This is an optimization exercise on Yosys and OpenROAD, whose aim is small area and a short achievable clock period, not a production implementation. Where RTL was checked, it was by simulation tests only, not by an equivalence proof against the original.

// top_level
module top_level(f1,f2,p,in_1,in_2,out,clk,clk2);
input [7:0]in_1, in_2;
input clk;
input clk2;
input [15:0]p;   
input [15:0]f1,f2;  
output [15:0]out;
wire       nz1_d, nz2_d;
wire [2:0] k1_d, k2_d;
wire [6:0] xf1_d, xf2_d;
convert cv1 (.int8(in_1), .nz(nz1_d), .k(k1_d), .xf(xf1_d));
convert cv2 (.int8(in_2), .nz(nz2_d), .k(k2_d), .xf(xf2_d));
reg        nz1, nz2, s1, s2;
reg  [4:0] be1, be2;
reg  [2:0] k1, k2;
reg  [6:0] xf1, xf2;
reg  [9:0] bm1, bm2;
reg  [12:0] t31, t32;    
always @(posedge clk) begin
  t31 <= {2'b00, 1'b1, f1[9:0]} + {1'b0, 1'b1, f1[9:0], 1'b0};
  t32 <= {2'b00, 1'b1, f2[9:0]} + {1'b0, 1'b1, f2[9:0], 1'b0};
  nz1 <= nz1_d;  nz2 <= nz2_d;
  be1 <= f1[14:10]; be2 <= f2[14:10];
  k1  <= k1_d;      k2  <= k2_d;
  xf1 <= xf1_d;  xf2 <= xf2_d;
  s1  <= f1[15]; s2  <= f2[15];
  bm1 <= f1[9:0]; bm2 <= f2[9:0];
end
wire [18:7] P1_d, P2_d;
mult mu1 (.xf(xf1), .bm(bm1), .B3(t31), .P(P1_d));
mult mu2 (.xf(xf2), .bm(bm2), .B3(t32), .P(P2_d));
wire [15:0] m1_d, m2_d;
mult_norm mn1 (.nz(nz1), .s(s1), .e0(be1 + {2'b00, k1}), .P(P1_d), .C(m1_d));
mult_norm mn2 (.nz(nz2), .s(s2), .e0(be2 + {2'b00, k2}), .P(P2_d), .C(m2_d));
reg [15:0] m1, m2;
always @(posedge clk) begin
  m1 <= m1_d;
  m2 <= m2_d;
end
wire [14:0] sR_d;
wire [4:0]  sLe_d;
wire        sLs_d, sbz_d;
sadd_front sa1 (.A(m1), .B(m2), .R(sR_d), .Le(sLe_d), .Ls(sLs_d), .bz(sbz_d));
reg [14:0] sR;
reg [4:0]  sLe;
reg        sLs, sbz;
always @(posedge clk) begin
  sR  <= sR_d;
  sLe <= sLe_d;
  sLs <= sLs_d;
  sbz <= sbz_d;
end
wire [15:0] S_sum;
normalize  no1 (.R(sR), .Le(sLe), .Ls(sLs), .bz(sbz), .Z(S_sum));
wire [15:0] Y;
wire        ge_d;
wire [4:0]  sha_d, shb_d;
acc_pre ap (.T(S_sum), .p(p), .o(out), .sel(clk2), .Y(Y), .ge(ge_d), .sha(sha_d), .shb(shb_d));
reg [15:0] aA, aB;
reg        age;
reg [4:0]  asha, ashb;
always @(posedge clk) begin
  aA   <= S_sum;
  aB   <= Y;
  age  <= ge_d;
  asha <= sha_d;
  ashb <= shb_d;
end
wire [13:0] oML, oMS;
wire [4:0]  oLe;
wire        oLs, oop, obz;
  ...
==> module norm_hi, before the edit <==
module norm_hi(R, Le, R2, E1);
input  [14:0] R;
input  [4:0]  Le;
output [14:0] R2;
output [4:0]  E1;
wire        z8 = ~|R[14:7];
wire [14:0] Ra = z8 ? {R[6:0], 8'b0} : R;
wire        z4 = ~|Ra[14:11];
wire [14:0] Rb = z4 ? {Ra[10:0], 4'b0} : Ra;
wire        z2 = ~|Rb[14:13];
assign R2 = z2 ? {Rb[12:0], 2'b0} : Rb;
wire [4:0] c [0:7];
genvar j;
generate
  for (j = 0; j < 8; j = j + 1) begin : cand
    adder #(.W(5)) u_c (.A(Le), .B(5'd1 - 5'd2 * j), .ci(1'b0), .S(c[j]));
  end
endgenerate
wire [4:0] e0 = z8 ? (z4 ? c[6] : c[4]) : (z4 ? c[2] : c[0]);
wire [4:0] e1 = z8 ? (z4 ? c[7] : c[5]) : (z4 ? c[3] : c[1]);
assign E1 = z2 ? e1 : e0;
endmodule
Settings: LEC_CHECK=0, ABC_AREA=1, CAP_MARGIN=20, CORE_MARGIN=2, CORE_UTILIZATION=65, PLACE_DENSITY=0.75, SLEW_MARGIN=20; clock period 13.5 ns.
standard.sh (not shown) runs the stock make flow with config.mk's settings and CLKGATE_MAP_FILE= SYNTH_SCRIPT=/design/flow/synth_recipe.tcl, a recipe that flattens the netlist after the stock synthesis.
==> flow/flow/run.sh <==
#!/bin/bash
# Own layout flow: the standard flow's synthesis script and layout, with these changes
# in how the layout is made:
#  - synthesis leaves the arithmetic to ABC instead of first mapping full
#    and half adders to fixed adder cells (ADDER_MAP_FILE empty); the
#    registers, their names and cell types are the same as the standard
#    synthesis gives;
#  - the port buffers are buf_2 cells instead of the resizer's default pick;
set -euo pipefail
bash standard.sh ADDER_MAP_FILE= synth > synth.log 2>&1
bash standard.sh ADDER_MAP_FILE= SETUP_SLACK_MARGIN=9.7 TNS_END_PERCENT=0 "BUFFER_PORTS_ARGS=-buffer_cell sky130_fd_sc_hd__buf_2" finish > layout.log 2>&1
Next try:
--- a/flow/design.v
+++ b/flow/design.v
@@ -182,14 +182,12 @@
 wire        z2 = ~|Rb[14:13];
 assign R2 = z2 ? {Rb[12:0], 2'b0} : Rb;
-wire [4:0] c [0:7];
-genvar j;
-generate
-  for (j = 0; j < 8; j = j + 1) begin : cand
-    adder #(.W(5)) u_c (.A(Le), .B(5'd1 - 5'd2 * j), .ci(1'b0), .S(c[j]));
-  end
-endgenerate
-wire [4:0] e0 = z8 ? (z4 ? c[6] : c[4]) : (z4 ? c[2] : c[0]);
-wire [4:0] e1 = z8 ? (z4 ? c[7] : c[5]) : (z4 ? c[3] : c[1]);
-assign E1 = z2 ? e1 : e0;
+wire [4:0] u, u8, v, v4, w, w2;
+adder #(.W(5)) u_u  (.A(Le), .B(5'd1),  .ci(1'b0), .S(u));
+adder #(.W(5)) u_u8 (.A(u),  .B(5'd24), .ci(1'b0), .S(u8));
+assign v = z8 ? u8 : u;
+adder #(.W(5)) u_v4 (.A(v),  .B(5'd28), .ci(1'b0), .S(v4));
+assign w = z4 ? v4 : v;
+adder #(.W(5)) u_w2 (.A(w),  .B(5'd30), .ci(1'b0), .S(w2));
+assign E1 = z2 ? w2 : w;
 endmodule
 module norm_lo(R2, E1, Ls, bz, Z);
After rerunning: The changed run completed without violations. Synthesized area is lower by 1.1%. Global-route usage rose by 1.6 points. Clock-buffer cell count shrinks by 1. Setup slack gets worse by 0.26 ns. Cell area climbs by 0.84%. Via count goes up by 1.4%. Wire length grows by 4.6%. Hold slack got worse by 0.012 ns.

========
Another version of the RTL of top_level (not shown whole).
Size in the first run: about 190 flip-flops, ~82 I/O pins.
==> module acc_pre, before the edit <==
module acc_pre(T, p, o, sel, Y, ge, sha, shb);
input  [15:0] T, p, o;
input         sel;
output [15:0] Y;
output        ge;
output [4:0]  sha, shb;
mux u_m (.in1(o), .in2(p), .sel(sel), .out(Y));
compare_adder #(.W(15)) u_c (.A(T[14:0]), .B(Y[14:0]), .ge(ge));
wire [4:0] dtp, dpt, dto, dot;
adder #(.W(5)) u_tp (.A(T[14:10]), .B(~p[14:10]), .ci(1'b1), .S(dtp));
adder #(.W(5)) u_pt (.A(p[14:10]), .B(~T[14:10]), .ci(1'b1), .S(dpt));
adder #(.W(5)) u_to (.A(T[14:10]), .B(~o[14:10]), .ci(1'b1), .S(dto));
adder #(.W(5)) u_ot (.A(o[14:10]), .B(~T[14:10]), .ci(1'b1), .S(dot));
assign sha = sel ? dtp : dto;
assign shb = sel ? dpt : dot;
endmodule
export LEC_CHECK = 0
export ABC_AREA = 1
export CAP_MARGIN = 20
export CORE_MARGIN = 2
export CORE_UTILIZATION = 65
export PLACE_DENSITY = 0.75
export SLEW_MARGIN = 20
create_clock -name core_clock -period 13.5 [get_ports {clk}]
==> flow/flow/run.sh <==
#!/bin/bash
# Own layout flow: the standard flow's synthesis script and layout, with these changes
# in how the layout is made:
#  - synthesis leaves the arithmetic to ABC instead of first mapping full
#    and half adders to fixed adder cells (ADDER_MAP_FILE empty); the
#    registers, their names and cell types are the same as the standard
#    synthesis gives;
#  - the port buffers are buf_2 cells instead of the resizer's default pick;
set -euo pipefail
bash standard.sh ADDER_MAP_FILE= synth > synth.log 2>&1
bash standard.sh ADDER_MAP_FILE= SETUP_SLACK_MARGIN=9.6 TNS_END_PERCENT=0 "BUFFER_PORTS_ARGS=-buffer_cell sky130_fd_sc_hd__buf_2" finish > layout.log 2>&1
Then changed:
--- a/flow/design.v
+++ b/flow/design.v
@@ -217,19 +217,22 @@
 module acc_pre(T, p, o, sel, Y, ge, sha, shb);
 input  [15:0] T, p, o;
 input         sel;
 output [15:0] Y;
 output        ge;
 output [4:0]  sha, shb;
-mux u_m (.in1(o), .in2(p), .sel(sel), .out(Y));
-compare_adder #(.W(15)) u_c (.A(T[14:0]), .B(Y[14:0]), .ge(ge));
+wire ge_p, ge_o;
+compare_adder #(.W(15)) u_cp (.A(T[14:0]), .B(p[14:0]), .ge(ge_p));
+compare_adder #(.W(15)) u_co (.A(T[14:0]), .B(o[14:0]), .ge(ge_o));
 wire [4:0] dtp, dpt, dto, dot;
 adder #(.W(5)) u_tp (.A(T[14:10]), .B(~p[14:10]), .ci(1'b1), .S(dtp));
 adder #(.W(5)) u_pt (.A(p[14:10]), .B(~T[14:10]), .ci(1'b1), .S(dpt));
 adder #(.W(5)) u_to (.A(T[14:10]), .B(~o[14:10]), .ci(1'b1), .S(dto));
 adder #(.W(5)) u_ot (.A(o[14:10]), .B(~T[14:10]), .ci(1'b1), .S(dot));
+assign Y   = sel ? p : o;
+assign ge  = sel ? ge_p : ge_o;
 assign sha = sel ? dtp : dto;
 assign shb = sel ? dpt : dot;
 endmodule
 module compare_adder #(parameter W = 15) (A, B, ge);
 input  [W-1:0] A, B;
 output         ge;
Outcome: The changed run completed with no timing, DRC or antenna violations. Count of clock-buffer cells in the layout fell by 1. Routed wire length decreases by 0.49%. Design area went down by about 2.2%. Via count goes down by 0.86%. Setup slack degrades by 0.031 ns. First-iteration DRC count rises by 11%. Cell count went down by 0.44%. Worst hold slack is better by 0.022 ns.
For the first run of this note, only the layout was checked, not whether the RTL still works.

## re-timing with driven ports
The results above use ideal ports. As a check the final layouts listed here were re-extracted and re-timed, cells and wires unchanged.
Step 1 assumes that a clkbuf_16 drives the clock port and a buf_2 every other input.
Step 2 also shifts input and output timing later by t, the mid clock arrival at the registers, as if the neighbouring blocks saw the same clock.
Three values: ideal, step 1, step 2; two values: the first two.
run | shift t [ns] | setup slack, ns | hold slack, ns | worst setup path after step 2 | latest minus earliest clock arrival (ns)
the first run of note 1 | 0.482 | 9.516 / 9.516 / 9.307 | 0.424 / 0.424 / 0.424 | input to register | 0.016 / 0.016
the second run of note 1 | 0.490 | 9.257 / 9.257 / 9.027 | 0.413 / 0.413 / 0.413 | input to register | 0.018 / 0.018
the first run of note 2 | 0.478 | 9.466 / 9.466 / 9.125 | 0.429 / 0.429 / 0.429 | input to register | 0.012 / 0.012
the second run of note 2 | 0.486 | 9.435 / 9.435 / 8.994 | 0.451 / 0.451 / 0.451 | input to register | 0.021 / 0.021
After both steps every run listed still meets setup and hold. For the second run of note 2, which loses most, drivers alone change the setup slack by 0.000 ns; drivers and shift together by -0.441 ns.
